From an optimization exercise on the open Yosys and OpenROAD flow, aimed at small area, a short achievable clock period and few clock cycles; shortcuts taken in it are not production practice.
In this exercise RTL edits were held to simulation tests only and were not proved equivalent to the original.
Power is estimated from default activity; no workload was simulated.

==> flow/design.v <==
`timescale 1ns/1ps
module reg_file (
  input  logic        clk,
  input  logic        we,
  input  logic [4:0]  wa,
  input  logic [31:0] wd,
  input  logic [4:0]  ra0,
  input  logic [4:0]  ra1,
  output logic [31:0] rd0,
  output logic [31:0] rd1
);
  logic [31:0] mem [1:31];
  always_ff @(posedge clk)
    if (we && wa != 5'd0) mem[wa] <= wd;
  always_comb begin
    rd0 = 32'd0;
    rd1 = 32'd0;
    for (int i = 1; i < 32; i++) begin
      rd0 = rd0 | ({32{ra0 == 5'(i)}} & mem[i]);
      rd1 = rd1 | ({32{ra1 == 5'(i)}} & mem[i]);
    end
  end
endmodule
`timescale 1ns/1ps
module padd (
  input  logic [31:0] a,
  input  logic [31:0] b,
  input  logic        cin,
  output logic [31:0] s,
  output logic        c31
);
  logic [31:0] p, g;
  logic [31:0] gg [0:5];
  logic [31:0] pp [0:5];
  logic [32:0] c;
  assign p = a ^ b;
  assign g = (a & b) | {31'd0, cin & p[0]};
  always_comb begin
    gg[0] = g;
    pp[0] = p;
    for (int l = 0; l < 5; l++) begin
      for (int i = 0; i < 32; i++) begin
        if (((i >> l) & 1) == 1) begin
          int j;
          j = ((i >> l) << l) - 1;
          gg[l+1][i] = gg[l][i] | (pp[l][i] & gg[l][j]);
          pp[l+1][i] = pp[l][i] & pp[l][j];
        end else begin
          gg[l+1][i] = gg[l][i];
          pp[l+1][i] = pp[l][i];
        end
      end
    end
  end
  assign c[0] = cin;
  assign c[32:1] = gg[5];
  assign s   = p ^ {c[31:1], cin};
  assign c31 = c[31];
endmodule
module alu (
  input  logic [31:0] a,
  input  logic [31:0] b,        
  input  logic        sub,      
  input  logic [31:0] sb,       
  input  logic [4:0]  shamt,
  input  logic [6:0]  sel,
  output logic [31:0] sum,      
  output logic [31:0] y
);
  logic [31:0] bx;
  logic        c31, eq31, lt, gt, slt;
  assign bx = b ^ {32{sub}};
  padd u_add (.a(a), .b(bx), .cin(sub), .s(sum), .c31(c31));
  assign eq31 = (a[30:0] == b[30:0]);
  assign lt   = ~c31;
  assign gt   = c31 & ~eq31;
  assign slt  = (a[31] & ~b[31]) | (~a[31] & ~b[31] & lt) | (a[31] & b[31] & gt);
  always_comb begin
    y = 32'd0;
    if (sel[0]) y = y | sum;
    if (sel[1]) y = y | (a & b);
    if (sel[2]) y = y | (a | b);
    if (sel[3]) y = y | ~(a | b);
    if (sel[4]) y = y | {31'd0, slt};
    if (sel[5]) y = y | (sb << shamt);
    if (sel[6]) y = y | (sb >> shamt);
  end
endmodule
`timescale 1ns/1ps
module mips_processor (clk, reset, memdata, addr, memread, memwrite, writedata);
  input  logic clk, reset;
  input  logic [31:0] memdata;
  output logic memread, memwrite;
  output logic [31:0] addr, writedata;
  logic [31:0] addr_q;         
  logic        rd_q, wr_q;     
  logic [31:0] wd_q;           
  logic        m_q;            
  logic        mld_q;          
  logic [4:0]  mrt_q;          
  logic        vD;             
  logic [31:0] ir;             
  logic [31:0] pcD;
  logic        vX;
  logic [31:0] xa, xb;         
  logic [15:0] ximm;
  logic [4:0]  xrs, xrt;
  logic        xr, xbr, xsub, xwr, xld, xst, xbeq, xbne;
  logic [6:0]  xsel;
  logic        wv;
  logic [4:0]  wa_q;
  logic [31:0] wr_q_d;
  assign addr      = addr_q;
  assign memread   = rd_q;
  assign memwrite  = wr_q;
  assign writedata = wd_q;
  logic [31:0] sum, res, ea;
  logic [4:0]  xdst;
  logic        eac, btc;
  assign xdst = xr ? ximm[15:11] : xrt;
  alu u_alu (.a(xa), .b(xb), .sub(xsub), .sb(xb), .shamt(ximm[10:6]), .sel(xsel), .sum(sum), .y(res));
  padd u_eadd (.a(xa), .b({16'd0, ximm}), .cin(1'b0), .s(ea), .c31(eac));
  logic taken, ldst, xwe;
  assign taken = vX & ((xbeq & (xa == xb)) | (xbne & ((xa == 32'd0) | (xb == 32'd0))));
  assign ldst  = vX & (xld | xst);
  assign xwe   = vX & xwr & (xdst != 5'd0);
  logic [31:0] btgt;
  padd u_badd (.a(pcD), .b({16'd0, ximm}), .cin(1'b0), .s(btgt), .c31(btc));
  logic [5:0] op;
  logic [4:0] rs, rt;
  assign op = ir[31:26];
  assign rs = ir[25:21];
  assign rt = ir[20:16];
  logic [31:0] rf0, rf1, va, vb;
  reg_file u_rf (.clk(clk), .we(wv), .wa(wa_q), .wd(wr_q_d), .ra0(rs), .ra1(rt), .rd0(rf0), .rd1(rf1));
  assign va = (xwe && xdst == rs) ? res : (wv && wa_q == rs) ? wr_q_d : rf0;
  assign vb = (xwe && xdst == rt) ? res : (wv && wa_q == rt) ? wr_q_d : rf1;
  logic d_r, d_mem, d_imm;
  assign d_r   = (op == 6'b000000);
  assign d_mem = op[5];
  assign d_imm = (op[5:3] == 3'b001);
  logic [6:0] rsel, isel;
  logic       rsub;
  always_comb begin
    rsub = 1'b0;
    case (ir[5:0])
      6'b000000:            rsel = 7'b010_0000;
      6'b000010:            rsel = 7'b100_0000;
      6'b100010, 6'b100011: begin rsel = 7'b000_0001; rsub = 1'b1; end
      6'b100100:            rsel = 7'b000_0010;
      6'b100101:            rsel = 7'b000_0100;
      6'b100111:            rsel = 7'b000_1000;
      6'b101010, 6'b101011: begin rsel = 7'b001_0000; rsub = 1'b1; end
      default:              rsel = 7'b000_0001;
    endcase
    case (op[2:0])
      3'b100:  isel = 7'b000_0010;
      3'b101:  isel = 7'b000_0100;
      3'b010:  isel = 7'b001_0000;
      default: isel = 7'b000_0001;
    endcase
  end
  logic [31:0] fw, fa, fnext;
  logic        fjmp;
  assign fw    = m_q ? ir  : memdata;
  assign fa    = m_q ? pcD : addr_q;
  assign fjmp  = (fw[31:27] == 5'b00001);
  assign fnext = fjmp ? {6'd0, fw[25:0]} : fa + 32'd1;
  always_ff @(posedge clk) begin
    if (reset) begin
      addr_q <= 32'd0;
      rd_q   <= 1'b1;
      wr_q   <= 1'b0;
      m_q    <= 1'b0;
      vD     <= 1'b0;
      vX     <= 1'b0;
    end else if (m_q) begin
      m_q    <= 1'b0;
      addr_q <= fnext;
      rd_q   <= 1'b1;
      wr_q   <= 1'b0;
    end else if (taken) begin
      vD     <= 1'b0;
      vX     <= 1'b0;
      addr_q <= btgt;
    end else begin
      vD     <= ~fjmp;
      vX     <= vD;
      if (ldst) begin
        addr_q <= ea;
        m_q    <= 1'b1;
        rd_q   <= xld;
        wr_q   <= xst;
      end else begin
        addr_q <= fnext;
      end
    end
  end
  always_ff @(posedge clk) begin
    if (reset) begin
      wv <= 1'b0;
    end else begin
      wv <= m_q ? (mld_q && mrt_q != 5'd0) : xwe;
    end
    wa_q   <= m_q ? mrt_q : xdst;
    wr_q_d <= m_q ? memdata : res;
  end
  always_ff @(posedge clk) begin
    if (m_q) begin
      if (mld_q && mrt_q != 5'd0 && mrt_q == xrs) xa <= memdata;
      if (mld_q && mrt_q != 5'd0 && mrt_q == xrt && xbr) xb <= memdata;
    end else begin
      xa      <= va;
      xb      <= d_imm ? {16'd0, ir[15:0]} : vb;
      ir      <= memdata;
      pcD     <= addr_q;
      ximm    <= ir[15:0];
      xrs     <= rs;
      xrt     <= rt;
      xr      <= d_r;
      xbr     <= ~d_imm;
      xsub    <= d_r & rsub | d_imm & (op[2:0] == 3'b010);
      xwr     <= d_r | d_imm;
      xld     <= d_mem & ~op[3];
      xst     <= d_mem & op[3];
      xbeq    <= (op == 6'b000100);
      xbne    <= (op == 6'b000101);
      xsel    <= d_r ? rsel : isel;
      wd_q    <= xb;
      mld_q   <= xld;
      mrt_q   <= xdst;
    end
  end
endmodule
export LEC_CHECK = 0
export CAP_MARGIN = 20
export CORE_MARGIN = 2
export CORE_UTILIZATION = 40
export SLEW_MARGIN = 20
create_clock -name core_clock -period 12.0 [get_ports {clk}]
standard.sh (not shown) runs the stock make flow with config.mk's settings and CLKGATE_MAP_FILE= SYNTH_SCRIPT=/design/flow/synth_recipe.tcl, a recipe that flattens the netlist after the stock synthesis.
==> flow/flow/run.sh <==
#!/bin/bash
# Standard ORFS layout (the standard.sh), with two changes to how the
# layout is made; the SDC, clock period and I/O constraints are unchanged:
#  - repair_timing is asked to keep a larger setup margin, so that the
#    resizer works on the paths that set the achievable period;
#  - adders are left to ABC as plain gates (no fa/ha cells from the adder map).
set -euo pipefail
bash standard.sh SETUP_SLACK_MARGIN=8.5 TNS_END_PERCENT=10 ADDER_MAP_FILE= finish > standard_flow.log 2>&1
Testbench counts at the start, summed over its fixed seeds: cycles 31,689.
Rerun with:
--- a/flow/design.v
+++ b/flow/design.v
@@ -64,14 +64,19 @@
   input  logic [31:0] sb,       
   input  logic [4:0]  shamt,
   input  logic [6:0]  sel,
   output logic [31:0] sum,      
   output logic [31:0] y
 );
-  logic [31:0] bx;
+  logic [31:0] bx, sin, sr, sh;
   logic        c31, eq31, lt, gt, slt;
+  always_comb begin
+    for (int i = 0; i < 32; i++) sin[i] = sel[5] ? sb[31-i] : sb[i];
+    sr = sin >> shamt;
+    for (int i = 0; i < 32; i++) sh[i] = sel[5] ? sr[31-i] : sr[i];
+  end
   assign bx = b ^ {32{sub}};
   padd u_add (.a(a), .b(bx), .cin(sub), .s(sum), .c31(c31));
   assign eq31 = (a[30:0] == b[30:0]);
   assign lt   = ~c31;
   assign gt   = c31 & ~eq31;
   assign slt  = (a[31] & ~b[31]) | (~a[31] & ~b[31] & lt) | (a[31] & b[31] & gt);
@@ -79,14 +84,13 @@
     y = 32'd0;
     if (sel[0]) y = y | sum;
     if (sel[1]) y = y | (a & b);
     if (sel[2]) y = y | (a | b);
     if (sel[3]) y = y | ~(a | b);
     if (sel[4]) y = y | {31'd0, slt};
-    if (sel[5]) y = y | (sb << shamt);
-    if (sel[6]) y = y | (sb >> shamt);
+    if (sel[5] | sel[6]) y = y | sh;
   end
 endmodule
 `timescale 1ns/1ps
 module mips_processor (clk, reset, memdata, addr, memread, memwrite, writedata);
   input  logic clk, reset;
   input  logic [31:0] memdata;
@@ -157,45 +161,49 @@
       3'b100:  isel = 7'b000_0010;
       3'b101:  isel = 7'b000_0100;
       3'b010:  isel = 7'b001_0000;
       default: isel = 7'b000_0001;
     endcase
   end
-  logic [31:0] fw, fa, fnext;
+  logic [31:0] inc, fnext_m;
   logic        fjmp;
-  assign fw    = m_q ? ir  : memdata;
-  assign fa    = m_q ? pcD : addr_q;
-  assign fjmp  = (fw[31:27] == 5'b00001);
-  assign fnext = fjmp ? {6'd0, fw[25:0]} : fa + 32'd1;
+  assign inc     = (m_q ? pcD : addr_q) + 32'd1;
+  assign fnext_m = vD ? inc : {6'd0, ir[25:0]};
+  assign fjmp    = (memdata[31:27] == 5'b00001);
+  logic [31:0] anext_o;
+  logic        jsel;
+  always_comb begin
+    if (reset)      anext_o = 32'd0;
+    else if (m_q)   anext_o = fnext_m;
+    else if (taken) anext_o = btgt;
+    else if (ldst)  anext_o = ea;
+    else            anext_o = inc;
+  end
+  assign jsel = ~reset & ~m_q & ~taken & ~ldst & fjmp;
   always_ff @(posedge clk) begin
+    addr_q <= jsel ? {6'd0, memdata[25:0]} : anext_o;
     if (reset) begin
-      addr_q <= 32'd0;
       rd_q   <= 1'b1;
       wr_q   <= 1'b0;
       m_q    <= 1'b0;
       vD     <= 1'b0;
       vX     <= 1'b0;
     end else if (m_q) begin
       m_q    <= 1'b0;
-      addr_q <= fnext;
       rd_q   <= 1'b1;
       wr_q   <= 1'b0;
     end else if (taken) begin
       vD     <= 1'b0;
       vX     <= 1'b0;
-      addr_q <= btgt;
     end else begin
       vD     <= ~fjmp;
       vX     <= vD;
       if (ldst) begin
-        addr_q <= ea;
         m_q    <= 1'b1;
         rd_q   <= xld;
         wr_q   <= xst;
-      end else begin
-        addr_q <= fnext;
       end
     end
   end
   always_ff @(posedge clk) begin
     if (reset) begin
       wv <= 1'b0;
After rerunning:
- worst setup slack degrades by 0.054 ns
- clock-buffer cell count is higher by 14
- final area is higher by 0.57%
- die area is lower by 0.88%
- sequential power is lower by about 1%
- power is lower by 2.0%
- wire length is lower by 0.65%
- clock power is lower by about 1%
Testbench counts after the change, summed over its fixed seeds: cycles 31,689.

## static timing again, ports no longer ideal
Ports are ideal in the flow. The routed layouts listed here were re-timed in OpenROAD. Step 1 (the two cells are an assumption about what drives the block):
set clk [get_ports {clk}]
set_driving_cell -lib_cell sky130_fd_sc_hd__clkbuf_16 $clk
set_driving_cell -lib_cell sky130_fd_sc_hd__buf_2 [delete_from_list [all_inputs] $clk]
Step 2 adds t to the input delays and takes it off the output delays; t is the mean of the earliest and latest rising clock arrival at the registers after step 1. Input paths then give back, and output paths get back, about the clock's delay inside the block. a / b / c = ideal / step 1 / step 2; a / b = the first two.
run | t, ns | setup slack, ns | latest minus earliest clock arrival (ns)
the first run | 0.867 | 8.051 / 8.051 / 7.530 | 0.051 / 0.051
the second run | 0.871 | 7.996 / 7.996 / 7.432 | 0.042 / 0.042
After both steps setup and hold are still met in every run listed. For the second run, which loses most, drivers alone change the setup slack by 0.000 ns; drivers and shift together by -0.564 ns.
